Context: an optimization exercise on an open-source flow, tuned for small area, a short achievable clock period and few clock cycles. The choices shown serve that exercise and are no tape-out recipe. RTL that was checked went through simulation tests only; none was proved equivalent to the original. No functional check of the RTL was part of runs 1 and 2. The clock port is modelled as an ideal driver; clocking choices that lean on that would not hold on a real chip. Power is estimated from default activity; no workload was simulated.

[design.v]
module day1_2 (
    input  logic clk,
    input  logic rst,
    input  logic tvalid_rx,
    output logic tready_rx,
    input  logic [7:0] tdata_rx,
    input  logic tlast_rx,
    output logic tvalid_tx,
    input  logic tready_tx,
    output logic [31:0] tdata_tx,
    output logic tlast_tx
);
  logic       tv;           
  logic       tl;           
  logic       tn;           
  logic [4:0] td;           
  always_ff @(posedge clk) begin
    tv <= tvalid_rx & ~rst;
    tl <= tlast_rx;
    tn <= ~tdata_rx[6];
    td <= tdata_rx[4:0];
  end
  logic [4:0] st;           
  logic [4:0] ns;
  logic       wf;           
  logic [3:0] wd;           
  wire l_e = (td == 5'd5);
  wire l_f = (td == 5'd6);
  wire l_g = (td == 5'd7);
  wire l_h = (td == 5'd8);
  wire l_i = (td == 5'd9);
  wire l_n = (td == 5'd14);
  wire l_o = (td == 5'd15);
  wire l_r = (td == 5'd18);
  wire l_s = (td == 5'd19);
  wire l_t = (td == 5'd20);
  wire l_u = (td == 5'd21);
  wire l_v = (td == 5'd22);
  wire l_w = (td == 5'd23);
  wire l_x = (td == 5'd24);
  wire l_z = (td == 5'd26);
  wire s_root = (st == 5'd0);
  wire s_e = (st == 5'd10);
  wire s_f = (st == 5'd11);
  wire s_n = (st == 5'd8);
  wire s_o = (st == 5'd3);
  wire s_s = (st == 5'd29);
  wire s_t = (st == 5'd9);
  wire s_z = (st == 5'd14);
  wire s_ei = (st == 5'd12);
  wire s_fi = (st == 5'd31);
  wire s_fo = (st == 5'd19);
  wire s_ni = (st == 5'd28);
  wire s_on = (st == 5'd1);
  wire s_se = (st == 5'd15);
  wire s_si = (st == 5'd7);
  wire s_th = (st == 5'd6);
  wire s_tw = (st == 5'd22);
  wire s_ze = (st == 5'd24);
  wire s_eig = (st == 5'd23);
  wire s_fiv = (st == 5'd4);
  wire s_fou = (st == 5'd20);
  wire s_nin = (st == 5'd2);
  wire s_sev = (st == 5'd16);
  wire s_thr = (st == 5'd21);
  wire s_zer = (st == 5'd13);
  wire s_eigh = (st == 5'd5);
  wire s_seve = (st == 5'd27);
  wire s_thre = (st == 5'd30);
  assign ns[0] = (l_e & (s_s | s_sev)) | l_f | (l_g & (s_ei)) | (l_h & (s_eig)) | (l_i & (s_f | s_s)) | (l_n & (s_o | s_fo)) | l_o | (l_r & (s_th | s_ze)) | l_s | l_t;
  assign ns[1] = (l_e & (s_root | s_e | s_f | s_n | s_o | s_s | s_t | s_ei | s_fi | s_fo | s_ni | s_on | s_se | s_si | s_th | s_tw | s_ze | s_eig | s_fiv | s_fou | s_nin | s_sev | s_thr | s_zer | s_eigh | s_seve | s_thre)) | l_f | (l_g & (s_ei)) | (l_h & (s_t)) | (l_i & (s_f | s_s)) | (l_n & (s_ni)) | l_o | (l_w & (s_t)) | l_z;
  assign ns[2] = (l_e & (s_s | s_thr)) | (l_g & (s_ei)) | (l_h & (s_t | s_eig)) | (l_i & (s_e | s_f | s_n | s_s | s_on | s_se | s_ze | s_nin | s_seve | s_thre)) | (l_r & (s_th | s_ze)) | l_s | (l_u & (s_fo)) | (l_v & (s_fi)) | (l_w & (s_t)) | l_z;
  assign ns[3] = l_e | l_f | (l_i & (s_e | s_f | s_n | s_on | s_se | s_ze | s_nin | s_seve | s_thre)) | (l_n & (s_root | s_e | s_f | s_n | s_s | s_t | s_z | s_ei | s_fi | s_on | s_se | s_si | s_th | s_tw | s_ze | s_eig | s_fiv | s_fou | s_nin | s_sev | s_thr | s_zer | s_eigh | s_seve | s_thre)) | (l_r & (s_ze)) | l_s | l_t | l_z;
  assign ns[4] = (l_e & (s_z | s_sev | s_thr)) | (l_g & (s_ei)) | (l_i & (s_f | s_n | s_on | s_nin)) | (l_o & (s_f)) | (l_r & (s_th)) | l_s | (l_u & (s_fo)) | (l_v & (s_se)) | (l_w & (s_t));
  assign wf = (l_e & (s_on | s_fiv | s_nin | s_thre)) | (l_n & (s_seve)) | (l_o & (s_tw | s_zer)) | (l_r & (s_fou)) | (l_t & (s_eigh)) | (l_x & (s_si));
  assign wd[0] = (l_e & (s_on | s_fiv | s_nin | s_thre)) | (l_n & (s_seve));
  assign wd[1] = (l_e & (s_thre)) | (l_n & (s_seve)) | (l_o & (s_tw)) | (l_x & (s_si));
  assign wd[2] = (l_e & (s_fiv)) | (l_n & (s_seve)) | (l_r & (s_fou)) | (l_x & (s_si));
  assign wd[3] = (l_e & (s_nin)) | (l_t & (s_eigh));
  logic [3:0] first_dig, last_dig;
  logic       mac;          
  logic [6:0] acc_lo;
  logic       cy;           
  logic [16:0] acc_hi;
  logic       done;
  wire found = tn | wf;
  wire [3:0] dig = tn ? td[3:0] : wd;
  wire [6:0] val = {first_dig, 3'b000} + {2'b00, first_dig, 1'b0} + {3'b000, last_dig};
  wire fresh = mac | (first_dig == 4'hF);
  always_ff @(posedge clk) begin
    if (rst) first_dig <= 4'hF;
    else if (tv && found && fresh) first_dig <= dig;
    else if (mac) first_dig <= 4'hF;
  end
  always_ff @(posedge clk) begin
    if (tv && found) last_dig <= dig;
  end
  always_ff @(posedge clk) begin
    if (rst) begin
      st     <= '0;
      mac    <= 1'b0;
      acc_lo <= '0;
      cy     <= 1'b0;
      acc_hi <= '0;
      done   <= 1'b0;
    end else begin
      if (tv) st <= (tl || tn) ? 5'd0 : ns;
      mac <= tv & tl;
      {cy, acc_lo} <= {1'b0, acc_lo} + (mac ? {1'b0, val} : 8'd0);
      acc_hi <= acc_hi + {16'd0, cy};
      done <= tready_tx & ~tv & ~mac & ~cy;
    end
  end
  assign tready_rx = 1'b1;
  assign tvalid_tx = done;
  assign tlast_tx  = done;
  assign tdata_tx  = {8'd0, acc_hi, acc_lo};
endmodule
[flow/run.sh]
#!/bin/bash
# Layout flow: the standard synthesis, then its combinational logic re-optimised for area
# with ABC (registers, their names and cell types kept), then the standard layout with
# small port buffers, a two-buffer clock tree (flow/clk2.tcl, run before CTS) and a
# tighter setup target for repair_timing.
set -euo pipefail
R=orfs/results/$FLOW_PLATFORM/day1_2/base
bash standard.sh synth > synth.log 2>&1
cp $R/1_2_yosys.v $R/1_2_yosys.std.v
LIB=$FLOW_HOME/platforms/$FLOW_PLATFORM/lib/sky130_fd_sc_hd__tt_025C_1v80.lib \
IN=$R/1_2_yosys.std.v OUT=$R/1_2_yosys.v yosys -c flow/resyn.tcl > resyn.log 2>&1
rm -f $R/1_synth.odb $R/1_synth.sdc
bash standard.sh BUFFER_PORTS_ARGS="-buffer_cell sky130_fd_sc_hd__buf_1" SETUP_SLACK_7.2=MARGIN \
  PRE_CTS_TCL=$PWD/flow/clk2.tcl \
  CTS_ARGS="-sink_clustering_enable -repair_clock_nets -dont_use_dummy_load" finish > standard.log 2>&1
[flow/area.abc]
strash
&get -n
&deepsyn -J 200 -S 1 -T 600
&put
dc2
dch -f
amap
topo
[flow/clk2.tcl]
# Two clkbuf_16 driven by the clock port, each driving the flip-flops on its half of the core.
set block [ord::get_db_block]
set xs {}
set pins {}
foreach pin [get_pins -of_objects [get_nets clk] -filter "direction == input"] {
  set inst [[sta::sta_to_db_pin $pin] getInst]
  set bb [$inst getBBox]
  lappend pins [list [expr ([$bb xMin] + [$bb xMax]) / 2] [expr ([$bb yMin] + [$bb yMax]) / 2] [get_full_name $pin]]
}
set pins [lsort -integer -index 0 $pins]
set n [llength $pins]
set h [expr $n / 2]
set groups [list [lrange $pins 0 [expr $h - 1]] [lrange $pins $h end]]
set k 0
foreach g $groups {
  set sx 0; set sy 0; set names {}
  foreach p $g { set sx [expr $sx + [lindex $p 0]]; set sy [expr $sy + [lindex $p 1]]; lappend names [lindex $p 2] }
  set dbu [$block getDbUnitsPerMicron]
  set cx [expr double($sx) / [llength $g] / $dbu]
  set cy [expr double($sy) / [llength $g] / $dbu]
  insert_buffer -buffer_cell sky130_fd_sc_hd__clkbuf_16 -net clk -load_pins [get_pins $names] -location [list $cx $cy] -buffer_name clkroot_$k -net_name clknet_$k
  incr k
}
foreach i [$block getInsts] { if {[string match clkroot* [$i getName]]} { [[$i findITerm X] getNet] setSigType CLOCK; puts "CLKROOT [$i getName] [[$i getMaster] getName] [[[$i findITerm X] getNet] getName] [llength [[[$i findITerm X] getNet] getITerms]]" } }
[flow/resyn.tcl]
# Re-map the combinational logic of the synthesized netlist for area.
# Flip-flops and tie cells stay as they are, with their instance names.
yosys -import
set lib $::env(LIB)
read_liberty -ignore_miss_func $lib
read_verilog $::env(IN)
hierarchy -top $::env(FLOW_TOP)
setattr -mod -set keep_hierarchy 1 sky130_fd_sc_hd__*df* sky130_fd_sc_hd__conb_*
flatten
opt_clean
abc -liberty $lib -script flow/area.abc -dont_use *lpflow* -dont_use *probe*
opt_clean -purge
tee -o resyn_stat.txt stat -liberty $lib
select $::env(FLOW_TOP)
write_verilog -noattr -selected $::env(OUT)
[standard.sh]
#!/bin/bash
# synth_recipe.tcl (not shown) runs the flow's synth.tcl, then flattens the netlist and writes it again
# the make line also repeats each setting of config.mk as NAME=value (left out here)
make -C /OpenROAD-flow-scripts/flow DESIGN_CONFIG=/design/flow/config.mk WORK_HOME=/design/flow/orfs CLKGATE_MAP_FILE= SYNTH_SCRIPT=/design/flow/synth_recipe.tcl "${@:-finish}"
[config.mk]
export PLATFORM = sky130hd
export DESIGN_NAME = day1_2
export DESIGN_NICKNAME = day1_2
export VERILOG_FILES = /design/flow/design.v
export SDC_FILE = /design/flow/constraint.sdc
export NUM_CORES = 4
export LEC_CHECK = 0
export CAP_MARGIN = 20
export CORE_MARGIN = 2
export CORE_UTILIZATION = 40
export SLEW_MARGIN = 20
[constraint.sdc]
create_clock -name core_clock -period 10.0 [get_ports {clk}]
set_input_delay 2.0000 -clock core_clock [delete_from_list [all_inputs] [get_ports {clk}]]
set_output_delay 2.0000 -clock core_clock [all_outputs]
set_load 0.01 [all_outputs]
==> summary.txt, run 1 <==
Status
The flow ran to the end and the layout has no timing, DRC or antenna violations.

Critical path
The sum of buffers and inverters on the critical path is 2. The cell at the slowest stage of the critical path is dfxtp_1. The worst reg2reg path depth is 22.

Broken down by cell family, the worst path's largest delay share belongs to simple AND/OR/NAND/NOR gates. STA puts the critical path data arrival time at 3420 ps. The cell seen most often among critical-path stages is nor2_1. Walking the worst path, the cells encountered are clkinv_1, nor2_1, o22ai_1, nor2b_1, o21bai_1, nor2_1, a21oi_1, nand2_1, o21ai_0, nor2_1, a21oi_1, and2_0, nor2_1, o21a_1, nor2_1, and2_0, nor2_1, nor2_1, a21oi_1, nor2_1, clkinv_1, a21oi_1. Of all nets on the critical path, the largest fanout is 6. The startpoint-to-endpoint class of the critical path is flip-flop to flip-flop.

The endpoint kind of the worst setup timing path is a flip-flop. The worst register-to-register path begins at mac. For flop-to-flop paths, the worst setup slack is 6680 ps.

At the worst endpoint, the required time is 10,090 ps. The worst register-to-register path ends at cy. The worst setup path is launched from a flip-flop.

The highest cell delay on the worst timing path is 470 ps.

Place
The number of cells after detailed placement is 445. The congestion estimate from routability-driven global placement came to 0.922. The instance area after placement is 2640 µm².

The post-detailed-placement half-perimeter wirelength is 4510 µm. The quantity of I/O buffers inserted on ports is 36.

Final layout
Compared with the post-synthesis result, the final layout area differs by 13.2%. The number of standard cells in the layout, taps in and fillers out is 447. Leaving out fill and tap cells, the most frequent cells in the layout are nor2_1 (70), dfxtp_1 (44), nor3_1 (40).

Leaving out fill and tap cells, the most frequent cell in the layout is nor2_1. After the last flow step, the layout net total stands at 387. With fillers left out, the area of the finished cells amounts to 2690 µm². Of the cells placed in the final design, the portion with a size suffix greater than 1 is 0.00806. The number of antenna repair diodes is 0.

Pwr
In this run the power density over the cells is 119 nW/µm². The sequential cell fraction of total power is 0.637. The total power consumption of the routed design is 0.319 mW. The maximum resistive drop on vdd is 0.0000765 V. Of the total power, the clock network draws 0.261. The analysis attributes to net switching a power of 0.0737 mW. The internal power is 0.246 mW. In this run the static leakage power is 0.940 nW. The switching portion of total power is 0.231.

The logic gate share of total power is 0.102.

STA
Setup repair after global routing left no endpoint under its margin. The maximum achievable frequency is 301 MHz. For the final database, setup skew stands at 7.38 ps.

The headroom to the max-slew limit is 0.522. The count of final setup violators is 0. The total count of hold-check failures in the final report is 0. At the pin with the least slew margin, the transition time is 699 ps.

The shortest clock period the worst path allows after layout is 3320 ps. The number of max-slew violations in the final report is 0. The share of the clock period used by the worst path is 0.332. The final setup TNS is 0 ps.

Route
Dividing the detail-routed wire length by the instance count gives 13.0 µm. The total number of vias is 2,405. The final routed DRC violation total is 0.

The total routed wirelength is 5800 µm. The first-pass detailed-route iteration total is 4. The detailed router finished its first iteration with 136 violations.

The count of antenna-violating nets left after detailed routing is 0. After detailed routing, the number of vias per cell comes to 5.38.

CTS
For the worst-skew pair, the clock arrives at the later sink with an insertion delay of 160 ps. The number of gates resized after CTS was 0. After clock tree synthesis, the flow added hold-fix buffers numbering 0. The clock-pin transition on the worst setup and hold timing paths is 90 ps. Once the clock tree was built, the setup fixing pass inserted 0 buffers.

Global routing
The number of antenna violations at the first check in global routing is 0. The global-route wire length before repair is 9520 µm. The via count of the first global-routing pass came to 2,077. Summed over all layers, the global routing overflow is 0. Entering global routing, the biggest net connects 28 pins. In the global route stage, overall resource usage came out at 0.177.

Floorplan
In this run the vertical extent of the chip is 81.0 µm. The cell row count is 28. The die area is 6570 µm². The initial utilization of the core area, before any placement, comes to 0.408. 48 I/O pins were placed. The width of the chip is 81.0 µm. The floorplan core area is 5820 µm².

Synth
The post-synthesis instance area is 2370 µm². Each instance of the synthesized netlist takes up on average 7.28 µm². The number of cells produced by synthesis is 326.

For this run, the number of Yosys warnings is 1.

Min path
The type of the most critical hold path is flip-flop to flip-flop. Counting instances, the worst hold path has a depth of 1. The end point of the most critical hold path is acc_hi[16]. The startpoint of the most critical hold path is acc_hi[16].

Job
Across the run, the number of max-cap violations was 0.
[power by group through the flow]
| stage | combinational [mW] | sequential, mW | clock (mW) |
|---|---|---|---|
| 2_1_floorplan | 0.0226 | 0.207 | 0 |
| 3_3_place_gp | 0.0323 | 0.208 | 0 |
| 3_5_place_dp | 0.0323 | 0.208 | 0 |
| 4_1_cts | 0.0324 | 0.208 | 0.0650 |
| 5_1_grt | 0.0374 | 0.204 | 0.0931 |
| 6_report | 0.0327 | 0.203 | 0.0834 |
[flip-flops by register name, indices dropped and copies added (netlist names)]
| register | flops |
|---|---|
| td | 5 |
| acc_hi | 17 |
| done | 1 |
| acc_lo | 7 |
| tl | 1 |
| mac | 1 |
| first_dig | 4 |
| cy | 1 |
| st | 5 |
| tn | 1 |
| last_dig | 4 |
| tv | 1 |
[layer usage]
layer / vias to the layer above / GRT usage / routed length (µm)
met2: 92 / 0.307 / 2690
met3: 5 / 0.0111 / 384
met1: 1068 / 0.250 / 2650
met4: 0 / 0.0203 / 80
li1: 1240 / - / -
met5: - / 0 / 0
[how the worst max path moves through the flow]
| stage | startpoint | end | slack (ps) | cells after the start |
|---|---|---|---|---|
| floorplan | rst | first_dig[0] | 7160 | 4 |
| global route | mac | cy | 6270 | 22 |
| global placement | rst | st[1] | 6590 | 7 |
| CTS | rst | st[4] | 6590 | 7 |
| finish | mac | cy | 6680 | 22 |
| detailed placement | rst | st[1] | 6590 | 7 |
[worst reg2reg max path, cell delays in order (launching register included)]
cell and delay [ps]:
dfxtp_1 470, clkinv_1 270, nor2_1 170, o22ai_1 90, nor2b_1 160, o21bai_1 170, nor2_1 60, a21oi_1 190
nand2_1 100, o21ai_0 110, nor2_1 80, a21oi_1 150, and2_0 180, nor2_1 60, o21a_1 100, nor2_1 110
and2_0 170, nor2_1 60, nor2_1 130, a21oi_1 80, nor2_1 140, clkinv_1 80, a21oi_1 130
[stage by stage]
step                      hold WS, ps  setup slack [ps]  utilization
after floorplan                   427              7160            -
after global placement            448              6590        0.453
after detailed placement          455              6590        0.453
after CTS                         463              6590        0.462
after global routing              494              6270        0.462
final                             469              6680        0.462
[final cells by class, without the clock buffers]
cell class                      instances  area, µm²
Inverter                               33        124
Tap cell                               75       93.8
Timing Repair Buffer                   37        143
Multi-Input combinational cell        252       1270
Sequential cell                        48       1000
Fill cell                             628       3130
==> run 2, diff against run 1 <==
--- a/flow/run.sh
+++ b/flow/run.sh
@@ -10,6 +10,6 @@
 LIB=$FLOW_HOME/platforms/$FLOW_PLATFORM/lib/sky130_fd_sc_hd__tt_025C_1v80.lib \
 IN=$R/1_2_yosys.std.v OUT=$R/1_2_yosys.v yosys -c flow/resyn.tcl > resyn.log 2>&1
 rm -f $R/1_synth.odb $R/1_synth.sdc
-bash standard.sh BUFFER_PORTS_ARGS="-buffer_cell sky130_fd_sc_hd__buf_1" SETUP_SLACK_7.2=MARGIN \
+bash standard.sh BUFFER_PORTS_ARGS="-buffer_cell sky130_fd_sc_hd__buf_1" SETUP_SLACK_MARGIN=7.2 \
   PRE_CTS_TCL=$PWD/flow/clk2.tcl \
   CTS_ARGS="-sink_clustering_enable -repair_clock_nets -dont_use_dummy_load" finish > standard.log 2>&1
==> run 2 against run 1 <==
Still clean; combinational power increased by 31%; highest routed layer unchanged; wire length increased by 7.6%; utilization increased by 6.6 points; clock power increased by 2%; critical path depth decreased by 1.
==> summary.txt, run 2 <==
Route
Summed over all layers, the routed wires come to 6240 µm. The final routed DRC violation total is 0. Dividing the detail-routed via count by the number of cells gives 5.46. The first detailed-routing pass ran for 4 iterations. Once detail routing completed, the nets flagged for antenna violations numbered 0.

After detailed routing, the average wire length per cell comes to 13.3 µm. The number of design-rule violations left by the first detailed-router iteration is 130. The total number of vias is 2,553.

Critical path
The source of the critical timing path is last_dig[1]. In this run the register-to-register setup slack is 7180 ps. In this run the critical register-to-register path is captured at acc_lo[6]. The maximum fanout along the worst path is 3. The worst setup path is of the flip-flop to flip-flop kind. The worst setup path endpoint is acc_lo[6]. The number of cells on the worst reg-to-reg path is 21.

The worst setup path is launched from a flip-flop. The startpoint identified for the worst register-to-register timing path is last_dig[1]. Data on the critical path arrives at its endpoint at 2900 ps. The endpoint kind of the worst setup timing path is a flip-flop. The required time of the worst setup path is 10,080 ps.

Synth
The synthesized area divided by synthesized cell count is 7.28 µm². For this run, the number of Yosys warnings is 1. The post-synthesis instance area is 2370 µm². The number of cells produced by synthesis is 326.

Global routing
The layer flagged by global routing as most heavily used is met2. The global-route wire length before repair is 10,300 µm. The number of antenna violations at the first check in global routing is 0. The met1 capacity usage during global routing is 0.249. The overall fraction of global-route tracks in use is 0.191. Entering global routing, the biggest net connects 25 pins. The met2 routing resource usage after global routing is 0.348. The remaining global-route overflow is 0. In the global route stage, met3 resource usage came out at 0.0122. The via count of the first global-routing pass is 2,275.

STA
Once routing completed, OpenROAD measured the worst setup slack at 7180 ps. The total count of hold-check failures in the final report is 0. The headroom to the max-slew limit is 0.644. The number of max-slew violations in the final report was 0. The maximum achievable frequency is 354 MHz.

The count of final setup violators is 0. The final setup TNS is 0 ps. Setup repair after global routing could not meet its margin everywhere. Clock skew on the completed layout was measured at 6.76 ps. Of the available clock period, the critical path in the final layout requires 0.282. The shortest clock period the worst path allows after layout is 2820 ps. Hold is met by 466 ps. The worst-margin pin slew is 521 ps.

Final layout
The flip-flop count of the largest register, all copies and words added is 17. Relative to the synthesized area, the layout overhead comes to 29.3%. 0 antenna diodes ended up in the layout. At the end of the flow, the number of nets in the layout was 408. For this run, the share of the core covered by cells in the final layout is 0.528.

In the final layout, the registers with the most flip-flops are acc_hi (17), acc_lo (7). Leaving out fill and tap cells, the most frequent cell in the layout is nor2_1. The top cell types in the final layout, fill and taps aside, are nor2_1 (61), dfxtp_1 (39), nor3_1 (38). Ranked by flip-flop count, first place goes to acc_hi.

Excluding fillers, the count of instances in the completed layout stands at 468. In the final layout, the share of cells above drive strength 1 is 0.155.

CTS
The number of hold-repair buffers added at the cts stage is 0. The clock reaches the later pin of the worst-skew pair after 160 ps. Clock-pin slew was measured on the worst setup and hold paths at 90 ps.

Place
The placer congestion estimate is 0.970. Timing analysis after detailed placement gives a worst setup slack of 6640 ps. The post-detailed-placement half-perimeter wirelength is 4370 µm. The quantity of I/O buffers inserted on ports is 36. In this run, placement finished with an instance count of 445.

Floorplan
The floorplan step defined a die boundary enclosing 6570 µm². The number of primary I/O pins is 48. The initial utilization of the core area, before any placement, comes to 0.408. The width of the chip is 81.0 µm. After floorplanning, the core was divided into 28 placement rows.

The floorplan step defined a core boundary enclosing 5820 µm². The vertical die dimension is 81.0 µm.

Status
The run finished with no timing, DRC or antenna violations.

Job
The max capacitance violation total is 0.

Pwr
In this run the power density over the cells is 108 nW/µm². The worst-case IR drop observed on VDD is 0.000147 V. Summed over all cells, the static leakage comes to 1.12 nW.

Min path
The worst hold path begins at cy. The type of the most critical hold path is flip-flop to flip-flop.
## run 2: area by class of cell, without the clock buffers
| cell class | instances | area, µm² |
|---|---|---|
| multi-input combinational | 252 | 1420 |
| tap | 75 | 93.8 |
| inverter | 33 | 145 |
| sequential | 48 | 1010 |
| fill | 573 | 2750 |
| timing repair buffer | 58 | 349 |
## run 2: how the worst min path moves through the flow
stage | cells after the start | endpoint | slack, ps
floorplan | 1 | done | 430
global placement | 1 | acc_hi[16] | 450
detailed placement | 1 | done | 460
CTS | 1 | done | 460
global route | 1 | acc_hi[16] | 530
finish | 1 | done | 470
## run 2: worst max-delay path, stage by stage, from the launching register on
cell and delay, ps:
edfxtp_1 420, o21ai_2 170, nor2_1 60, o22ai_1 130, nor2b_1 90, o21bai_4 190, nor2_2 100, a21oi_2 40
nand2_1 100, o21ai_2 80, nor2_2 120, a21oi_2 50, and2_4 150, nor2_4 140, o21a_1 170, nor2_2 50
and2_4 140, nor2_4 100, nor2_4 40, a21oi_2 150, nor2_2 60, a211oi_1 160
## run 2: metrics by stage
step	instance area (µm²)	power, mW
after floorplan	2410	0.230
after global placement	2640	0.240
after detailed placement	2640	0.240
after CTS	2950	0.313
after global routing	3070	0.348
final	3070	0.332
## run 2: timing repair
| action | in CTS | in global routing |
|---|---|---|
| setup buffers | 16 | 4 |
| pin swaps | 19 | 8 |
| gates cloned | 1 | 0 |
| resized for setup | 37 | 23 |
| setup endpoints to repair | 18 | 16 |
## run 2: power breakdown
part	total [mW]	switching [mW]	internal [mW]
Clock	0.0853	0.0485	0.0367
Combinational	0.0428	0.0256	0.0172
Sequential	0.204	0.00600	0.198
## run 2: metal layers
layer  routed length, µm  vias to the layer above
li1                    -                     1285
met1                2760                     1151
met2                2990                      105
met3                 376                       12
met4                 104                        0
met5                   0                        -
==> run 3, diff against run 2 <==
--- a/design.v
+++ b/design.v
@@ -14,7 +14,9 @@
   logic       tl;           
   logic       tn;           
   logic [4:0] td;           
+  logic       rst_q;
   always_ff @(posedge clk) begin
+    rst_q <= rst;
     tv <= tvalid_rx & ~rst;
     tl <= tlast_rx;
     tn <= ~tdata_rx[6];
@@ -88,7 +90,7 @@
   wire [6:0] val = {first_dig, 3'b000} + {2'b00, first_dig, 1'b0} + {3'b000, last_dig};
   wire fresh = mac | (first_dig == 4'hF);
   always_ff @(posedge clk) begin
-    if (rst) first_dig <= 4'hF;
+    if (rst_q) first_dig <= 4'hF;
     else if (tv && found && fresh) first_dig <= dig;
     else if (mac) first_dig <= 4'hF;
   end
@@ -96,20 +98,23 @@
     if (tv && found) last_dig <= dig;
   end
   always_ff @(posedge clk) begin
-    if (rst) begin
+    if (rst_q) begin
       st     <= '0;
       mac    <= 1'b0;
       acc_lo <= '0;
       cy     <= 1'b0;
       acc_hi <= '0;
-      done   <= 1'b0;
     end else begin
-      if (tv) st <= (tl || tn) ? 5'd0 : ns;
+      if (tv) begin
+        st   <= (tl || tn) ? 5'd0 : ns;
+      end
       mac <= tv & tl;
       {cy, acc_lo} <= {1'b0, acc_lo} + (mac ? {1'b0, val} : 8'd0);
       acc_hi <= acc_hi + {16'd0, cy};
-      done <= tready_tx & ~tv & ~mac & ~cy;
     end
+  end
+  always_ff @(posedge clk) begin
+    done <= ~rst & tready_tx & ~tv & ~mac & ~cy;
   end
   assign tready_rx = 1'b1;
   assign tvalid_tx = done;
==> run 3 against run 2 <==
Sequential cell count grew 1; highest routed layer unchanged; die area grew 0.46%; first-iteration DRC count grew 7.7%; utilization shrank 2.4 points; synthesized cell count shrank 1.8%; via count shrank 3.3%; sequential share of layout area grew 2.0 points; worst hold slack gained 6.9 ps; worst setup slack gained 67 ps; design area shrank 4.0%.
==> summary.txt, run 3 <==
Status
The run finished with no timing, DRC or antenna violations.

STA
Setup repair after global routing could not meet its margin everywhere. The number of max-slew violations in the final report came to 0. In the finished design, the share of the clock period the worst path needs comes to 0.276. The post-layout worst setup margin is 7240 ps. The shortest clock period the worst path allows after layout is 2760 ps.

The worst-margin pin slew is 961 ps. The headroom to the max-slew limit is 0.359. The final clock skew is 3.62 ps. The maximum achievable frequency is 363 MHz. The final setup TNS is 0 ps. The post-route worst hold slack is 473 ps. The count of final setup violators is 0. The total count of hold-check failures in the final report is 0.

Final layout
In the final layout, the registers with the most flip-flops are acc_hi (17), acc_lo (7). The number of antenna repair diodes is 0. The register with the most flip-flops in the layout has 17 of them. The number of nets in the layout is 387. Of the cells placed in the final design, the portion with a size suffix greater than 1 is 0.164. The number of standard cells in the layout, taps in and fillers out is 447.

The area growth from synthesis to layout is 23.6%. The register with the most flip-flops in the final layout is acc_hi. The number of inserted filler cells in the final layout is 585. The top cell types in the final layout, fill and taps aside, are nor2_1 (50), dfxtp_1 (39), buf_1 (36). The commonest non-fill, non-tap cell in the layout is nor2_1.

Route
The total routed wirelength is 6080 µm. The routed layout has 2,470 vias. The ratio of routed vias to standard cells is 5.53. After detailed routing, the average wire length per cell comes to 13.6 µm. The first-pass detailed-route iteration total is 4. For this block, the initial DRC count from the detailed router was 140.

The count of nets left with antenna violations once routing finished came out at 0. The final routed DRC violation total is 0.

Pwr
The switching portion of total power is 0.240. Of the total power, combinational logic draws 0.111. Total power for the finished layout comes to 0.334 mW. The share of total power in the clock network is 0.257. Across the VDD grid, the largest voltage drop is 0.000119 V. Summed over all cells, the static leakage comes to 1.01 nW.

The sequential cell fraction of total power is 0.632. Cell internal power was estimated by the tool at 0.254 mW. The power density over the cells is 113 nW/µm². The net switching component of the power is 0.0803 mW.

Critical path
In this run the register-to-register setup slack is 7240 ps. The critical path arrival is 2840 ps. The worst register-to-register path begins at last_dig[2].

The source of the critical timing path is last_dig[2]. The endpoint kind of the worst setup timing path is a flip-flop. The worst setup path is launched from a flip-flop. The most critical setup path has its endpoint at cy.

In this run the critical register-to-register path is captured at cy. The worst register-to-register path has a depth of 18. Along the worst path, the maximum fanout reaches 3.

The required time of the worst setup path is 10,090 ps. The critical path is of the flip-flop to flip-flop type.

Global routing
For this run, the total global-route usage over all layers was measured as 0.177. The via count of the first global-routing pass came to 2,129. Summed over all layers, the global routing overflow is 0.

The global-route wire length before repair is 9590 µm. The pin count of the biggest net entering global routing is 27. The number of antenna violations at the first check in global routing is 0.

Floorplan
The vertical die dimension is 81.2 µm. The floorplan core area is 5850 µm². The die area is 6600 µm². From left edge to right edge, the die measures 81.2 µm. The number of primary I/O pins is 48. In this run the core area contains 28 standard-cell rows. For this configuration, the core starts out at a cell density of 0.408.

Place
Once detailed placement completed, the half-perimeter wirelength came to 4540 µm. The quantity of I/O buffers inserted on ports is 36. Once placement completed, the tool counted placed cells totaling 438. The placer congestion estimate is 0.894. The pre-CTS setup slack is 6980 ps.

Synth
The number of warnings printed during yosys synthesis is 1. The number of cells produced by synthesis is 320. The cell area that synthesis handed to floorplanning was 2380 µm². The synthesized area divided by synthesized cell count is 7.45 µm².

Job
Across the run, the number of max-cap violations was 0.

CTS
Hold repair after CTS inserted 0 buffers. The clock-pin transition on the worst setup and hold timing paths is 90 ps. The clock latency of the later-clocked register in the worst-skew pair is 160 ps.

Min path
The type of the most critical hold path is flip-flop to flip-flop.
-- run 3: area by class of cell, without the clock buffers --
| class | count | area, µm² | area share |
|---|---|---|---|
| Multi-Input combinational cell | 246 | 1450 | 0.493 |
| Tap cell | 75 | 93.8 | 0.0318 |
| Timing Repair Buffer | 43 | 188 | 0.0637 |
| Sequential cell | 49 | 1030 | 0.349 |
| Inverter | 32 | 134 | 0.0454 |
-- run 3: power by group through the flow --
stage | Sequential, mW | Combinational, mW | Clock [mW]
2_1_floorplan | 0.213 | 0.0211 | 0
3_3_place_gp | 0.214 | 0.0294 | 0
3_5_place_dp | 0.214 | 0.0295 | 0
4_1_cts | 0.214 | 0.0308 | 0.0657
5_1_grt | 0.212 | 0.0411 | 0.0979
6_report | 0.211 | 0.0370 | 0.0859
-- run 3: how the worst min path moves through the flow --
stage,slack [ps],depth (start not counted),from,end
after floorplan,430,1,cy,done
after global placement,450,1,acc_hi[16],acc_hi[16]
after detailed placement,460,1,acc_hi[16],acc_hi[16]
after CTS,460,1,acc_hi[16],acc_hi[16]
after global routing,500,1,acc_hi[16],acc_hi[16]
final,470,1,acc_hi[16],acc_hi[16]
-- run 3: layer usage --
metal	track usage	vias to the layer above	wire (µm)
met3	0.0189	10	378
met4	0.0220	0	86
met5	0	-	0
met1	0.243	1126	2630
met2	0.310	93	2990
li1	-	1241	-
-- run 3: critical path, cell delays in order, from the launching register on --
cell and delay [ps]:
edfxtp_1 490, a21oi_2 210, nand2_2 90, nand2_4 90, nor2_4 40, o21a_1 190
nor3_4 240, nand2_1 100, o21ai_2 90, nor2_2 60, a21oi_2 170, o21ai_2 80
o21ai_1 110, nor2_1 100, nor2b_2 190, o22ai_2 110, nor2_2 180, inv_2 50
a21oi_2 100
-- run 3: through the flow --
step                      utilization  instance area [µm²]
after floorplan                     -                 2410
after global placement          0.451                 2640
after detailed placement        0.451                 2640
after CTS                       0.468                 2740
after global routing            0.504                 2950
final                           0.504                 2950
-- run 3: what timing repair did --
action,CTS,global route
pin swaps,0,19
gates resized for setup,15,52
setup endpoints to repair,11,12
buffers inserted,0,7
Testbench counts of run 3, summed over its fixed seeds: cycles 33,504.
==> run 4, diff against run 3 <==
==> flow/area.abc (replaced) <==
strash
&get -n
&deepsyn -J 200 -S 1 -T 600
&put
dc2
dch -f
map -D 1600
topo
==> run 4 against run 3 <==
Sequential cell count is the same; maximum frequency grew 0.50%; design area shrank 3.9%; power shrank 1.8%; sequential share of layout area grew 1.2 points; combinational power shrank 13%; global-route usage shrank 0.32 points; clock power grew 2%; clock skew grew 2.4 ps; worst setup slack gained 14 ps; synthesized cell count grew 11%; first-iteration DRC count shrank 49%.
==> summary.txt, run 4 <==
Global routing
For met2 alone, demand over resource in global routing was 0.306. The via count of the first global-routing pass is 2,271. The remaining global-route overflow is 0. For this run, global-route usage on met1 was measured as 0.234. met2 is the most crowded layer. The number of antenna violations at the first check in global routing is 0.

The pin count of the biggest net entering global routing is 26. Across every metal layer, demand over resource in global routing totals 0.174. The routing usage on met3 is 0.0139. The first global-routing pass estimated 10,500 µm of wire.

Critical path
STA classifies the critical path startpoint as a flip-flop. Along the worst path, the maximum fanout reaches 5. The critical path arrival is 740 ps. Walking the worst path, the cells encountered are buf_1. By startpoint and endpoint, the worst setup path is classified as flip-flop to primary output. The required time of the worst setup path is 8000 ps.

Together, buffers and inverters on the worst path number 1. In this design, the largest share of critical-path delay is due to flip-flops. The largest single stage delay on the critical path is 400 ps. The endpoint kind of the worst setup timing path is a primary output. Among all stages on the critical path, the largest delay is contributed by dfxtp_1.

Final layout
The number of standard cells in the layout, taps in and fillers out is 476. Registers take 1020 µm². The flip-flop count of the largest register, all copies and words added is 17. After filler insertion, the fill cell instance count of the layout stands at 654. The share of layout cells above drive strength 1 is 0.0673. The number of antenna repair diodes is 0. The area growth from synthesis to layout is 13.4%. Summing all multi-input logic gate instances after layout gives 1310 µm².

The area of all placed cells without fillers is 2830 µm². The register bank with the most flops is acc_hi. The final layout contains 416 nets. In the layout the commonest cells are nor2_1 (72), clkinv_1 (56), dfxtp_1 (45). The commonest non-fill, non-tap cell in the layout is nor2_1. The largest registers in the layout are acc_hi (17), acc_lo (7).

Place
The wire-length estimate of the detail-placed layout is 4890 µm. The pre-CTS setup slack is 7230 ps. The congestion estimate from routability-driven global placement came to 0.967. Including well taps, the total number of placed cells is 474.

In this run the tool buffered the top-level ports with 36 buffer cells. The instance area after placement is 2750 µm².

CTS
The setup fix buffers added after clock tree synthesis is 0. The clock latency of the later-clocked register in the worst-skew pair is 160 ps. The number of hold-repair buffers added at the cts stage is 0. The number of gates resized after CTS is 0.

The clock-pin transition on the worst setup and hold timing paths is 100 ps.

Route
The mean routed wirelength per cell is 13.2 µm. Once detail routing completed, the nets flagged for antenna violations numbered 0. In this run, the number of DRC markers left after iteration 0 of detailed routing was 72. The total routed wirelength is 6270 µm. The total number of vias is 2,534.

The pre-antenna-repair detailed-routing pass consisted of 5 iterations. The ratio of routed vias to standard cells is 5.32. For this run, design rule violations remaining after detail routing come to 0.

Floorplan
The floorplan core area is 5990 µm². The initial utilization of the core area, before any placement, comes to 0.417. In this run the vertical extent of the chip is 83.0 µm. The initialized floorplan defines 28 standard-cell rows. Pin placement for this block handled 48 I/O pins.

The die covers 6890 µm². The width of the chip is 83.0 µm.

STA
The worst-margin pin slew is 500 ps. The total count of hold-check failures in the final report came to 0. The final clock skew is 6.02 ps. The headroom to the max-slew limit is 0.666. The final setup TNS is 0 ps. The post-layout worst setup margin is 7260 ps. Derived from the worst setup path, the maximum achievable clock frequency is 365 MHz. The count of final setup violators is 0. The number of max-slew violations in the final report is 0. The worst path in the final design needs a cycle of 2740 ps, including I/O delays and setup. The share of the clock period used by the worst path is 0.274. Setup repair after global routing left no endpoint under its margin.

Synth
The post-synthesis instance area is 2500 µm². After technology mapping, the gate count stands at 356. For this run, the number of Yosys warnings is 1. The average instance in the mapped netlist occupies 7.01 µm².

Pwr
In this run the power density over the cells is 116 nW/µm². The analysis attributes to cell leakage a power of 1.02 nW. The completed layout was analyzed and its total power is 0.328 mW. VDD sags by at most 0.000131 V.

Status
The flow ran to the end and the layout has no timing, DRC or antenna violations.

Job
The tool flagged a number of max-cap violations equal to 0.

Min path
The type of the most critical hold path is flip-flop to flip-flop.
[run 4: path summary, 6_finish.rpt]
path	from	to	slack, ps	depth (start not counted)
min	tl	mac	450	2
min reg2reg	tl	mac	450	2
max	acc_hi[0]	tdata_tx[7]	7260	1
max reg2reg	st[3]	last_dig[0]	7310	8
[run 4: power breakdown]
group	switching [mW]	internal (mW)	total, mW
clock	0.0507	0.0368	0.0876
combinational	0.0220	0.0103	0.0323
sequential	0.00537	0.203	0.208
total	0.0781	0.250	0.328
[run 4: cell type report, without the clock buffers]
class / instances / area share
multi-input cells: 256 / 0.462
flip-flops and latches: 49 / 0.361
inverters: 58 / 0.0782
repair buffers: 36 / 0.0477
well taps: 75 / 0.0332
[run 4: metrics by stage]
stage	utilization	hold WS, ps
after floorplan	-	403
after global placement	0.459	423
after global routing	0.472	462
after CTS	0.468	438
after detailed placement	0.459	437
final	0.472	448
[run 4: metal layers]
layer | wire (µm) | part of all wire | vias to the layer above
met1 | 2700 | 0.43 | 1115
li1 | - | - | 1300
met2 | 3000 | 0.48 | 95
met4 | 186 | 0.030 | 0
met3 | 385 | 0.061 | 24
met5 | 0 | 0 | -
==> run 5, diff against run 4 <==
==> flow/area.abc (replaced) <==
strash
&get -n
&deepsyn -J 200 -S 1 -T 600
&put
dc2
dch -f
map -D 2000
topo
==> run 5 against run 4 <==
Still clean on timing, DRC and antenna; synthesized cell count increased by 1.1%; combinational power increased by 7.7%; sequential power about the same; wire length decreased by 3.6%; sequential cell count unchanged; power increased by 0.65%; worst setup slack improved by 16 ps; critical endpoint unchanged.
==> summary.txt, run 5 <==
Global routing
Across every metal layer, demand over resource in global routing totals 0.168. Entering global routing, the biggest net connects 26 pins. The via count of the first global-routing pass is 2,119. The number of antenna violations at the first check in global routing is 0. For this run the aggregate overflow at the end of global routing stands at 0. The first global-routing pass estimated 9290 µm of wire.

Min path
The worst hold path begins at tl. In this run the worst hold path is classified as flip-flop to flip-flop.

Route
The number of design-rule violations left by the first detailed-router iteration is 117. The total number of vias is 2,485. The ratio of routed vias to standard cells is 5.18. The total routed wirelength is 6040 µm. The detail route stage leaves a number of antenna-violating nets equal to 0. The pre-antenna-repair detailed-routing pass consisted of 4 iterations.

Dividing the detail-routed wire length by the instance count gives 12.6 µm. In the routed design, unresolved DRC markers number 0.

Final layout
The area growth from synthesis to layout is 15.9%. In the final layout, the share of cells above drive strength 1 is 0.0840. In the final layout, flip-flops and latches occupy 1020 µm².

The final core utilization is 0.482. The flip-flop count of the largest register, all copies and words added is 17. The area used by multi-input combinational logic is 1310 µm². The register bank with the most flops is acc_hi. The commonest non-fill, non-tap cell in the layout is clkinv_1. After the last flow step, the layout net total stands at 420. The largest registers in the layout are acc_hi (17), acc_lo (7).

The number of inserted filler cells in the final layout is 610. The library cells used most frequently in the layout, excluding fill and tap cells, are clkinv_1 (67), nor2_1 (62), dfxtp_1 (42). The number of antenna diodes in the final layout is 0.

Critical path
The worst setup path is of the flip-flop to primary output kind. The critical path arrival is 730 ps. Traced cell by cell, the critical path runs through buf_1. At the worst endpoint, the required time is 8000 ps. The sum of buffers and inverters on the critical path is 1. In this design, the stage delay of the slowest critical-path cell is 390 ps. Among all stages on the critical path, the largest delay is contributed by dfxtp_1. The maximum fanout along the worst path is 5. The worst register-to-register path begins at st[2]. STA classifies the critical path startpoint as a flip-flop. The endpoint kind of the worst setup timing path is a primary output. The source of the critical timing path is acc_hi[0]. Among cell families on the critical path, the largest total delay comes from flip-flops.

Floorplan
The core region is 5960 µm². The cell row count is 28. The width of the chip is 82.7 µm. For this configuration, the core starts out at a cell density of 0.416. The vertical die dimension is 82.7 µm. For this design the top-level I/O count stands at 48. The die area is 6840 µm².

Place
The count of buffers added on input and output ports is 36. The wire-length estimate of the detail-placed layout is 4700 µm. The congestion estimate from routability-driven global placement came to 0.925.

Pwr
The power density over the cells is 115 nW/µm². The maximum resistive drop on vdd is 0.000119 V. The leakage power is 1.01 nW.

STA
Final hold analysis gives a worst-case slack of 449 ps. The count of final setup violators is 0. The maximum achievable frequency is 367 MHz. Setup repair after global routing left no endpoint under its margin. The total count of hold-check failures in the final report is 0. The final setup TNS is 0 ps.

The shortest clock period the worst path allows after layout is 2730 ps. Clock skew on the completed layout was measured at 4.90 ps. In the finished design, the share of the clock period the worst path needs comes to 0.273.

The number of max-slew violations in the final report is 0.

Synth
The number of cells produced by synthesis is 360. The number of warnings printed during yosys synthesis is 1. Summing every instance area after synthesis gives 2480 µm². The synthesized area divided by synthesized cell count is 6.88 µm².

Status
The flow ran to the end and the layout has no timing, DRC or antenna violations.

CTS
Clock-pin slew was measured on the worst setup and hold paths at 90 ps. Buffers added to address setup during post-CTS repair amount to 0. The number of hold-repair buffers added at the cts stage is 0.

Clock latency on the worst-skew pair, taken at its later pin, is 160 ps.

Job
Max-cap violations in this run came to 0.
==> run 5: repair_timing <==
item,4_1_cts,5_1_grt
pin swaps,0,3
setup endpoints to repair,6,10
resized for setup,3,29
gates cloned,0,0
==> run 5: power breakdown <==
part           internal (mW)  leakage [nW]  switching, mW
registers              0.203         0.405        0.00547
logic                 0.0112         0.578         0.0236
clock network         0.0368        0.0246         0.0499
==> run 5: final cells by class, without the clock buffers <==
cell class                 instances  share of cell area
inverter                          67              0.0877
timing repair buffer              36              0.0471
sequential                        49               0.357
multi-input combinational        251               0.458
tap                               75              0.0327
==> run 5: final timing paths <==
path	to	slack (ps)	depth (start not counted)
worst min register to register	mac	450	2
worst max-delay path	tdata_tx[7]	7270	1
worst min-delay path	mac	450	2
worst max register to register	last_dig[0]	7320	8
==> run 5: metal layers <==
metal,wire length (µm),up-vias,global-route usage
met2,2960,86,0.313
met5,0,-,0
met1,2530,1083,0.201
met3,294,28,0.0130
met4,250,0,0.0574
li1,-,1288,-
==> run 5: per-stage QoR <==
step / power [mW] / setup WS, ps / area [µm²] / std cells
6_report: 0.330 / 7270 / 2870 / 480
5_1_grt: 0.344 / 7200 / 2870 / 480
4_1_cts: 0.311 / 7200 / 2790 / 480
3_5_place_dp: 0.245 / 7130 / 2730 / 478
3_3_place_gp: 0.245 / 7090 / 2730 / 478
2_1_floorplan: 0.235 / 7450 / 2500 / 367
==> run 6, diff against run 5 <==
==> flow/area.abc (replaced) <==
strash
&get -n
&deepsyn -J 200 -S 1 -T 600
&put
dc2
dch -f
map -D 1900
topo
==> run 6 against run 5 <==
Final cell count rose by 0.42%; worst setup slack worse by 28 ps; largest cell class unchanged; clock skew up 0.98 ps; clock power about the same; worst hold slack lost 29 ps; first-iteration DRC count down 21%; global-route usage grew 0.13 points; maximum frequency down 1.0%; still clean; critical path depth unchanged; sequential cell count unchanged; wire length fell by 0.68%.
==> summary.txt, run 6 <==
Status
The flow ran to the end and the layout has no timing, DRC or antenna violations.

Critical path
The worst setup path is launched from a flip-flop. The largest single stage delay on the critical path is 420 ps. The cell family contributing the most delay on the critical path is flip-flops. The critical path goes through buf_1. In this run the number of cells on the critical path is 1. The start of the worst register-to-register path is st[2]. At the worst endpoint, the required time is 8000 ps. The number of buffers and inverters on the critical path is 1. In this run the worst path has a maximum fanout of 3. The startpoint-to-endpoint class of the critical path is flip-flop to primary output. The cell at the slowest stage of the critical path is dfxtp_1. The worst setup path is captured at a primary output. The source of the critical timing path is acc_lo[6]. The capture point of the worst reg-to-reg path is last_dig[0].

The critical path arrival is 750 ps. In this run the worst setup path terminates at tdata_tx[6]. Setup slack on the worst reg-to-reg path comes out at 7330 ps. The number of cells on the worst reg-to-reg path is 10.

Pwr
The maximum resistive drop on vdd is 0.000131 V. The switching portion of total power is 0.241. Of the total power, registers draw 0.631.

Summed over all nets, the switching power comes to 0.0797 mW. Summed over all cells, the static leakage comes to 1.01 nW. The power density over the cells is 114 nW/µm². The share of total power in the clock network is 0.262. The share of total power dissipated in combinational logic is 0.107. Internal power comes to 0.251 mW.

STA
Setup total negative slack on the finished layout was measured at 0 ps. The final clock skew is 5.88 ps. For the pin with the worst max-slew slack, the measured transition is 493 ps.

Setup violations remaining at the end of the flow were counted as 0. The share of the clock period used by the worst path is 0.275. The worst path meets setup with 7250 ps of slack. The worst pin sits at a relative slew slack of 0.670.

The total count of hold-check failures in the final report is 0. Setup repair after global routing could not meet its margin everywhere. Static timing analysis puts the maximum clock frequency at 363 MHz. The shortest clock period the worst path allows after layout is 2750 ps. The number of max-slew violations in the final report is 0.

Floorplan
The number of primary I/O pins is 48. The floorplan core area is 5960 µm². The vertical die dimension is 82.8 µm. The cell row count is 28. The initial core utilization is 0.417. From left edge to right edge, the die measures 82.8 µm. The die area is 6850 µm².

Final layout
After the last flow step, the layout net total stands at 422. Leaving out fill and tap cells, the most frequent cell in the layout is clkinv_1. In the final layout, the registers with the most flip-flops are acc_hi (17), acc_lo (7). The flip-flop count of the largest register, all copies and words added is 17. The area growth from synthesis to layout is 16.8%. In the layout the commonest cells are clkinv_1 (65), nor2_1 (63), dfxtp_1 (42).

In the final layout, the multi-input gates occupy 1340 µm². The number of standard cells in the layout, taps in and fillers out is 482. The register bank with the most flops is acc_hi. The number of inserted filler cells in the final layout is 645. The number of antenna repair diodes is 0. Measured on the finished design, the core utilization comes to 0.487.

Summing all non-filler instances in the final layout gives an area of 2900 µm². The sequential cells in the finished layout cover a total of 1020 µm². The share of layout cells above drive strength 1 is 0.0934.

Route
The first-pass detailed-route iteration total is 4. The final routed DRC violation total is 0. In this run, the number of DRC markers left after iteration 0 of detailed routing was 92.

Dividing the detail-routed wire length by the instance count gives 12.5 µm. The ratio of routed vias to standard cells is 5.24. The detail route stage leaves a number of antenna-violating nets equal to 0. Summed over all layers, the routed wires come to 6000 µm. Detailed routing inserted a total of 2,525 vias.

Job
The max capacitance violation total is 0.

Synth
For this run, the number of Yosys warnings is 1. The post-synthesis instance area is 2480 µm². The synthesized area divided by synthesized cell count is 6.86 µm². In the synthesized netlist, the number of instances is 362.

Place
The HPWL after detailed placement is 4670 µm. Summing all placed instances gives a cell area of 2740 µm². The placer congestion estimate is 0.903. In this run, placement finished with an instance count of 480.

Timing analysis after detailed placement gives a worst setup slack of 7200 ps. The quantity of I/O buffers inserted on ports is 36.

Global routing
The overall fraction of global-route tracks in use is 0.169. The global-route wire length before repair is 9450 µm. The via count of the first global-routing pass is 2,143. For this run, global-route usage on met1 was measured as 0.210.

The routing usage on met3 is 0.0173. The global routing stage identified its most utilized layer as met2. The met2 routing resource usage after global routing is 0.311. The pin count of the biggest net entering global routing is 26.

The remaining global-route overflow is 0. The number of antenna violations at the first check in global routing was 0.

Min path
The startpoint identified for the worst hold timing path is tl. The type of the most critical hold path is flip-flop to flip-flop.

CTS
The setup fix buffers added after clock tree synthesis is 0. The clock-pin transition on the worst setup and hold timing paths is 100 ps. Clock latency on the worst-skew pair, taken at its later pin, is 160 ps.
## run 6: changes by cell type in the layout (fill, tap and decap cells not counted), sizes merged, moves of 2 or more
cell / previous run / this run
inv: 0 / 2
nand3: 12 / 14
nand2: 35 / 33
clkinv: 67 / 65
## run 6: through the flow
stage	total power, mW	hold slack (ps)
detailed placement	0.246	416
global placement	0.245	411
CTS	0.311	417
floorplan	0.236	403
global route	0.349	448
finish	0.331	419
## run 6: metal layers
layer  wire [µm]  part of all wire  vias to the layer above
met5           0                 0                        -
met2        2920              0.49                       85
li1            -                 -                     1305
met1        2650              0.44                     1116
met3         304             0.051                       19
met4         130             0.022                        0
## run 6: worst min-delay path by stage
stage	end	slack (ps)	cells after the start
after detailed placement	mac	420	2
after global routing	mac	450	2
after CTS	mac	420	2
final	mac	420	2
after floorplan	mac	400	2
after global placement	mac	410	2
## run 6: cell type report, without the clock buffers
class / count / area share
multi-input combinational: 252 / 0.461
tap: 75 / 0.0324
timing repair buffer: 36 / 0.0466
inverter: 68 / 0.0893
sequential: 49 / 0.353
## run 6: timing repair
action | CTS | global route
gates resized for setup | 1 | 35
pin swaps | 0 | 4
setup endpoints to repair | 1 | 14
hold buffers | 0 | 0
endpoints found under the hold margin | 0 | 0
## run 6: power groups by stage
stage	Combinational (mW)	Clock (mW)	Sequential, mW
2_1_floorplan	0.0235	0	0.212
5_1_grt	0.0405	0.0984	0.210
3_3_place_gp	0.0326	0	0.213
4_1_cts	0.0328	0.0657	0.213
3_5_place_dp	0.0327	0	0.213
6_report	0.0354	0.0866	0.209
==> run 7, diff against run 6 <==
==> flow/area.abc (replaced) <==
strash
&get -n
&deepsyn -J 200 -S 1 -T 600
&put
dc2
dch -f
map -D 1800
topo
==> run 7 against run 6 <==
Clock power is 2% higher; sequential cell count stayed put; wire length is 1.0% lower; area after synthesis is 0.30% lower; largest power group unchanged; highest routed layer unchanged.
==> summary.txt, run 7 <==
Synth
The number of warnings printed during yosys synthesis is 1. The number of cells produced by synthesis is 349. The synthesized area divided by synthesized cell count is 7.09 µm². Summing every instance area after synthesis gives 2470 µm².

Route
Before antenna repair, the detailed router went through 5 iterations. The detailed router put a total of 2530 µm of wire on met1. The ratio of routed vias to standard cells is 5.36.

The detail route stage leaves a number of antenna-violating nets equal to 0. In the routed design, unresolved DRC markers number 0. The mean routed wirelength per cell is 12.7 µm. The total number of vias is 2,514. In this run, the number of DRC markers left after iteration 0 of detailed routing was 122. The routed design uses 2860 µm of met2 wire.

The routed design has 5940 µm of wire. Detailed routing placed a total of 394 µm of wire on met3. Signal routing reaches up to met4.

Global routing
Across every metal layer, demand over resource in global routing totals 0.174. The via count of the first global-routing pass is 2,176. The number of antenna violations at the first check in global routing is 0. The first global-routing pass estimated 9720 µm of wire. Global routing finished with a remaining overflow of 0.

The pin count of the biggest net entering global routing is 26.

STA
The number of max-slew violations in the final report was 0. The final setup TNS is 0 ps. After layout, the worst setup slack is 7270 ps. Setup repair after global routing left no endpoint under its margin. The share of the clock period used by the worst path is 0.273.

For the final database, setup skew stands at 4.62 ps. Setup violations remaining at the end of the flow were counted as 0. The total count of hold-check failures in the final report was 0. Static timing analysis puts the maximum clock frequency at 366 MHz. The clock period could shrink to 2730 ps.

CTS
The clock reaches the later pin of the worst-skew pair after 160 ps. The setup fix buffers added after clock tree synthesis is 0. The clock-pin transition on the worst setup and hold timing paths is 100 ps.

Critical path
The critical path startpoint category is a flip-flop. The critical path arrival is 730 ps. The sum of buffers and inverters on the critical path is 1.

The startpoint-to-endpoint class of the critical path is flip-flop to primary output. The maximum fanout along the worst path is 5. Walking the worst path, the cells encountered are buf_1. The highest cell delay on the worst timing path is 390 ps. The cell type group with the largest total delay on the critical path is flip-flops. At the worst endpoint, the required time is 8000 ps. The slowest stage of the critical path belongs to the cell dfxtp_1. The endpoint kind of the worst setup timing path is a primary output.

Floorplan
The width of the chip is 82.7 µm. The initial utilization of the core area, before any placement, comes to 0.416. The floorplan step defined a die boundary enclosing 6830 µm². The vertical die dimension is 82.7 µm. 48 I/O pins were placed. The cell row count is 28. The floorplan core area is 5960 µm².

Job
Across the run, the number of max-cap violations was 0.

Status
The flow ran to the end and the layout has no timing, DRC or antenna violations.

Pwr
Power spread over the standard cell area amounts to 118 nW/µm². The leakage power is 1.05 nW. The maximum resistive drop on vdd is 0.000144 V.

Final layout
The commonest non-fill, non-tap cell in the layout is nor2_1. Counting the fill cells in the layout gives 637. In the layout the commonest cells are nor2_1 (65), clkinv_1 (51), dfxtp_1 (45).

The area growth from synthesis to layout is 13.1%. In the final layout, the share of cells above drive strength 1 is 0.0761. After the last flow step, the layout net total stands at 409.

The register with the most flip-flops in the layout has 17 of them. The number of antenna diodes in the final layout is 0. The number of standard cells in the layout, taps in and fillers out is 469. The multi-input combinational cells in the finished layout cover a total of 1300 µm². The largest registers in the layout are acc_hi (17), acc_lo (7). The sequential cells in the finished layout cover a total of 1020 µm². The register bank with the most flops is acc_hi.

Place
Summed over all nets, the half-perimeter wirelength after detailed placement is 4710 µm. At the placement stage, the worst setup path has a slack of 7280 ps. The placer congestion estimate is 0.938.

Buffers placed on the I/O ports in this run total 36. After detailed placement, the design holds a cell count of 467.

Min path
In this run the worst hold path is classified as flip-flop to flip-flop.
[run 7: cell types whose count changed in the layout (fill, tap and decap cells not counted), moves of 4 or more]
cell      delta
o21ai_0      +4
nand2_1      -5
and3_2      +12
nor2_2       -7
clkinv_1    -14
[run 7: report_power, final]
| group | total [mW] | internal (mW) | leakage, nW | switching, mW |
|---|---|---|---|---|
| logic | 0.0329 | 0.0107 | 0.621 | 0.0222 |
| clock network | 0.0883 | 0.0369 | 0.0246 | 0.0514 |
| registers | 0.208 | 0.203 | 0.404 | 0.00532 |
[run 7: path summary, 6_finish.rpt]
check	start	slack, ps	to	cells past startpoint
min reg2reg	tl	430	mac	2
max	acc_hi[0]	7270	tdata_tx[7]	1
min	tl	430	mac	2
max reg2reg	st[2]	7380	last_dig[2]	8
[run 7: layout make-up, without the clock buffers]
type | count | area share
Tap cell | 75 | 0.0335
Multi-Input combinational cell | 253 | 0.463
Timing Repair Buffer | 36 | 0.0483
Inverter | 54 | 0.0724
Sequential cell | 49 | 0.365
[run 7: tightest hold or removal path, delay by kind of cell, from the launching register on]
| kind | cells | cell delay, ps |
|---|---|---|
| buffers and inverters | 1 | 40 |
| and+or+nand+nor | 1 | 30 |
| DFF | 1 | 330 |
[run 7: what timing repair did]
| action | CTS | global route |
|---|---|---|
| hold endpoints to repair | 0 | 0 |
| resized for setup | 0 | 10 |
| setup endpoints to repair | 0 | 6 |
| hold buffers | 0 | 0 |
[run 7: layer usage]
| layer | up-vias | global-route usage |
|---|---|---|
| met5 | - | 0 |
| met4 | 0 | 0.0426 |
| met3 | 18 | 0.0120 |
| met2 | 98 | 0.316 |
| met1 | 1110 | 0.223 |
| li1 | 1288 | - |
[run 7: stage by stage]
| step | hold slack, ps | utilization | instance area [µm²] | power, mW |
|---|---|---|---|---|
| floorplan | 403 | - | 2500 | 0.235 |
| global placement | 415 | 0.458 | 2730 | 0.245 |
| detailed placement | 418 | 0.458 | 2730 | 0.245 |
| CTS | 418 | 0.467 | 2780 | 0.310 |
| global route | 464 | 0.470 | 2800 | 0.346 |
| finish | 428 | 0.470 | 2800 | 0.329 |
==> run 8, diff against run 7 <==
==> flow/area.abc (replaced) <==
strash
&get -n
&deepsyn -J 200 -S 1 -T 600
&put
dc2
dch -f
map -D 1800
topo
dnsize -D 1800
==> run 8 against run 7 <==
Sequential power hardly changed; global-route usage is 0.53 points lower; highest routed layer unchanged; maximum frequency is 0.14% lower; still clean; critical endpoint unchanged; clock power hardly changed; critical path depth stayed put.
==> summary.txt, run 8 <==
Synth
The synthesized area divided by synthesized cell count is 7.03 µm². The mapped netlist covers 2450 µm². For this run, the number of Yosys warnings is 1. The cell count after synthesis came out at 349.

Route
The final layout contains routed wiring with a total length of 5980 µm. Detailed routing placed a total of 317 µm of wire on met3. In this run, the number of DRC markers left after iteration 0 of detailed routing was 134. The mean routed wirelength per cell is 12.7 µm.

After detailed routing, the number of remaining DRC violations is 0. After detailed routing, the wire length on met1 is 2550 µm. Dividing the detail-routed via count by the number of cells gives 5.36.

The highest metal layer carrying signal wires in the routed design is met4. The first-pass detailed-route iteration total is 5. The count of antenna-violating nets left after detailed routing is 0.

In the detailed route, the total length drawn on met2 is 2920 µm. The total number of vias is 2,519.

Final layout
The area growth from synthesis to layout is 14.8%. The number of inserted filler cells in the final layout is 615. The largest registers in the layout are acc_hi (17), acc_lo (7). Of the cells placed in the final design, the portion with a size suffix greater than 1 is 0.0582. The final core utilization is 0.476. In the layout the commonest cells are nor2_1 (65), clkinv_1 (53), dfxtp_1 (44). In the final design database the tool counted 410 nets. acc_hi holds more flip-flops than any other register. Across the whole layout, storage elements account for 1020 µm². The register with the most flip-flops in the layout has 17 of them. The area used by multi-input combinational logic is 1310 µm². The commonest non-fill, non-tap cell in the layout is nor2_1.

The repair_antennas step left the layout with diodes totalling 0.

Pwr
Summed over all cells, the static leakage comes to 1.06 nW. Of the total power, the clock network draws 0.267. The power density over the cells is 117 nW/µm². The internal power is 0.250 mW. The logic gate share of total power is 0.102.

Across the VDD grid, the largest voltage drop is 0.0000956 V. The sequential cell fraction of total power is 0.631. The switching portion of total power is 0.241. The net switching component of the power is 0.0794 mW.

Critical path
Across all register-to-register paths, the minimum setup slack is 7390 ps. The critical path arrival is 730 ps. The startpoint-to-endpoint class of the critical path is flip-flop to primary output. The critical path startpoint category is a flip-flop. The capture point of the worst reg-to-reg path is last_dig[0]. Among cell families on the critical path, the largest total delay comes from flip-flops.

Walking the worst path, the cells encountered are buf_1. The maximum fanout along the worst path is 5. The worst setup path endpoint is tdata_tx[7]. Data on the critical path is required at its endpoint by 8000 ps. The number of cells on the worst reg-to-reg path is 10. The start of the worst register-to-register path is st[1]. In this run the worst setup path begins at acc_hi[0]. The worst setup path is captured at a primary output. The cell at the slowest stage of the critical path is dfxtp_1. The largest single stage delay on the critical path is 400 ps.

Together, buffers and inverters on the worst path number 1. The critical path depth in cells is 1.

Floorplan
The number of primary I/O pins is 48. The initial core utilization is 0.415. The width of the chip is 82.3 µm. The vertical die dimension is 82.3 µm. After floorplanning, the core was sized to cover 5920 µm². The cell row count is 28. The floorplan step defined a die boundary enclosing 6780 µm².

STA
Setup slack on the critical path of the routed design comes to 7270 ps. The share of the clock period used by the worst path is 0.273. On the final layout, the worst clock skew is 6.91 ps. The total count of hold-check failures in the final report was 0. Setup violations remaining at the end of the flow were counted as 0.

The shortest clock period the worst path allows after layout is 2730 ps. The maximum achievable frequency is 366 MHz. The final setup TNS is 0 ps. Setup repair after global routing left no endpoint under its margin. The number of max-slew violations in the final report is 0. The post-route worst hold slack is 419 ps.

Place
After legalization and detailed placement, the total HPWL measured 4700 µm. The quantity of I/O buffers inserted on ports is 36. The placer congestion estimate is 0.874.

At the placement stage, the worst setup path has a slack of 7300 ps.

CTS
The clock-pin transition on the worst setup and hold timing paths is 100 ps. In this run, post-CTS hold repair placed 0 buffers. Clock latency on the worst-skew pair, taken at its later pin, is 160 ps.

Status
The flow ran to the end and the layout has no timing, DRC or antenna violations.

Min path
The min-delay analysis places its worst path in the category flip-flop to flip-flop.

Global routing
The number of antenna violations at the first check in global routing is 0. The first global-routing pass estimated 9350 µm of wire. Entering global routing, the biggest net connects 26 pins. The via count of the first global-routing pass is 2,190. The remaining global-route overflow is 0. The overall fraction of global-route tracks in use is 0.169.

Job
The max capacitance violation total is 0.
## run 8: cell count changes in the layout (fill, tap and decap cells not counted), moves of 2 or more
cell      previous run  this run
nor3_2               0         3
nor3_1              12         9
o21ai_0             37        34
a21oi_2              0         2
a21oi_1             22        20
and3_2              14         1
and3_1               0        13
clkinv_1            51        53
o21ai_1              1         3
inv_2                3         1
## run 8: worst min path at each step
| stage | from | to | depth (start not counted) |
|---|---|---|---|
| 2_1_floorplan | tl | mac | 2 |
| 3_3_place_gp | tl | mac | 2 |
| 3_5_place_dp | tl | mac | 2 |
| 4_1_cts | tl | mac | 2 |
| 5_1_grt | tl | mac | 2 |
| 6_report | tl | mac | 2 |
## run 8: repair_timing
item,CTS,global route
gates resized for setup,0,19
buffers inserted,0,1
setup endpoints to repair,0,7
## run 8: power groups by stage
stage | combinational (mW) | sequential, mW | clock (mW)
after global routing | 0.0382 | 0.209 | 0.0978
after CTS | 0.0319 | 0.213 | 0.0657
final | 0.0335 | 0.208 | 0.0882
after detailed placement | 0.0318 | 0.213 | 0
after global placement | 0.0318 | 0.213 | 0
after floorplan | 0.0229 | 0.212 | 0
## run 8: cell type report, without the clock buffers
| class | count | share of cell area |
|---|---|---|
| timing repair buffer | 37 | 0.0506 |
| tap | 75 | 0.0333 |
| multi-input combinational | 253 | 0.464 |
| inverter | 54 | 0.0719 |
| sequential | 49 | 0.363 |
## run 8: through the flow
step / instance area [µm²] / cells / power, mW
finish: 2820 / 470 / 0.330
global route: 2820 / 470 / 0.345
CTS: 2760 / 469 / 0.310
detailed placement: 2710 / 467 / 0.244
global placement: 2710 / 467 / 0.244
floorplan: 2480 / 356 / 0.235
## run 8: per-layer routing
layer	up-vias	track usage
li1	1292	-
met1	1107	0.210
met2	96	0.305
met3	24	0.0120
met4	0	0.0583
met5	-	0
==> run 9, diff against run 8 <==
==> flow/area.abc (replaced) <==
strash
&get -n
&deepsyn -J 200 -S 1 -T 600
&put
dc2
dch -f
map -D 1800
topo
upsize -D 1800
dnsize -D 1800
==> run 9 against run 8 <==
Critical endpoint unchanged; clock power shrank 0.8%; via count shrank 0.44%; final cell count is the same; sequential cell count is the same; still clean; clock skew shrank 2.1 ps; highest routed layer unchanged; register-to-register slack is essentially flat.
==> summary.txt, run 9 <==
STA
The total count of hold-check failures in the final report is 0. The final clock skew is 4.85 ps. The shortest clock period the worst path allows after layout is 2730 ps. The final setup TNS is 0 ps. The number of max-slew violations in the final report was 0. The count of final setup violators is 0.

Setup repair after global routing left no endpoint under its margin. Based on the critical path, the design can be clocked at up to 366 MHz. Of the available clock period, the critical path in the final layout requires 0.273.

Critical path
The kind of cell with the highest combined delay along the critical path is flip-flops. The startpoint-to-endpoint class of the critical path is flip-flop to primary output. The critical path arrival is 730 ps. The cell at the slowest stage of the critical path is dfxtp_1. In this run the critical register-to-register path is launched from st[1]. STA classifies the critical path startpoint as a flip-flop.

The sum of buffers and inverters on the critical path is 1. The highest cell delay on the worst timing path is 400 ps. The required time of the worst setup path is 8000 ps.

The maximum fanout along the worst path is 5. The worst register-to-register path has a setup slack of 7380 ps. The endpoint kind of the worst setup timing path is a primary output.

Synth
The post-synthesis instance area is 2450 µm². In the synthesized netlist, the number of instances is 349. Each instance of the synthesized netlist takes up on average 7.03 µm².

Final layout
In the final layout, the share of cells above drive strength 1 is 0.0608. The final core utilization is 0.477. Ranked by flip-flop count, first place goes to acc_hi. The number of standard cells in the layout, taps in and fillers out is 470. The area growth from synthesis to layout is 15.0%.

In the layout the commonest cells are nor2_1 (65), clkinv_1 (49), dfxtp_1 (43). Leaving out fill and tap cells, the most frequent cell in the layout is nor2_1. The largest registers in the layout are acc_hi (17), acc_lo (7). The number of nets in the layout is 410.

Floorplan
The floorplan has 28 rows. The initial core utilization is 0.414. The die area is 6780 µm². The vertical die dimension is 82.3 µm. The floorplan core area is 5920 µm². The number of primary I/O pins is 48.

Global routing
The overall fraction of global-route tracks in use is 0.176. The routing layer with the top usage in global route is met2. The global-route wire length before repair is 9800 µm. For this run, global-route usage on met1 was measured as 0.226. For met3 alone, demand over resource in global routing was 0.0130. The remaining global-route overflow is 0. The number of antenna violations at the first check in global routing is 0. Entering global routing, the biggest net connects 26 pins. The via count of the first global-routing pass was 2,206.

The met2 routing resource usage after global routing is 0.312.

Place
Port buffering added 36 buffers. Detailed placement finished with a half-perimeter wire length of 4730 µm. The number of cells after detailed placement is 467.

Pwr
The switching portion of total power is 0.240. The net switching component of the power is 0.0789 mW. The analysis attributes to cell leakage a power of 1.06 nW. The share of total power dissipated in the clock network is 0.266. Cell internal power was estimated by the tool at 0.250 mW. Power spread over the standard cell area amounts to 117 nW/µm².

Of the total power, registers draw 0.632.

Min path
For hold timing, the worst endpoint is mac. In this run the most critical hold path is launched from tl. The type of the most critical hold path is flip-flop to flip-flop. The worst hold path passes through 2 cells.

CTS
The clock reaches the later pin of the worst-skew pair after 160 ps.

Job
The tool flagged a number of max-cap violations equal to 0.

Route
In the final routed layout, each cell accounts on average for 12.9 µm. The total routed wirelength is 6040 µm. The number of design-rule violations left by the first detailed-router iteration is 121. The ratio of routed vias to standard cells is 5.34. For this run, design rule violations remaining after detail routing come to 0.

Status
The run finished with no timing, DRC or antenna violations.
## run 9: layer usage
metal / routed length, µm / share of wire
met5: 0 / 0
met4: 132 / 0.022
met3: 230 / 0.038
met2: 2940 / 0.49
met1: 2740 / 0.45
## run 9: cell type report, without the clock buffers
cell class                 count  area [µm²]
tap                           75        93.8
inverter                      54         210
timing repair buffer          37         143
fill                         610        3100
multi-input combinational    253        1300
sequential                    49        1020
## run 9: per-stage QoR
step	setup slack, ps	cell area, µm²	hold slack (ps)	power [mW]
after CTS	7290	2760	417	0.311
after detailed placement	7200	2710	416	0.245
after global placement	7110	2710	415	0.245
after global routing	7190	2820	461	0.347
final	7270	2820	418	0.329
after floorplan	7600	2480	403	0.235
## run 9: worst max path at each step
stage,from,end,slack [ps],cells past startpoint
finish,acc_hi[0],tdata_tx[7],7270,1
global route,st[1],last_dig[3],7190,10
CTS,td[1],last_dig[2],7290,12
detailed placement,td[1],last_dig[2],7200,12
global placement,td[1],last_dig[2],7110,12
floorplan,done,tlast_tx,7600,0
## run 9: timing repair
item / 4_1_cts / 5_1_grt
cloned: 0 / 0
pin swaps: 0 / 4
setup buffers: 0 / 1
gates resized for setup: 1 / 17
endpoints found under the hold margin: 0 / 0
hold buffers: 0 / 0
endpoints found under the setup margin: 4 / 7
## run 9: power by group through the flow
| stage | sequential (mW) | combinational (mW) | clock [mW] |
|---|---|---|---|
| after global routing | 0.209 | 0.0390 | 0.0983 |
| after global placement | 0.213 | 0.0320 | 0 |
| final | 0.208 | 0.0335 | 0.0875 |
| after floorplan | 0.212 | 0.0231 | 0 |
| after CTS | 0.213 | 0.0322 | 0.0657 |
| after detailed placement | 0.213 | 0.0320 | 0 |
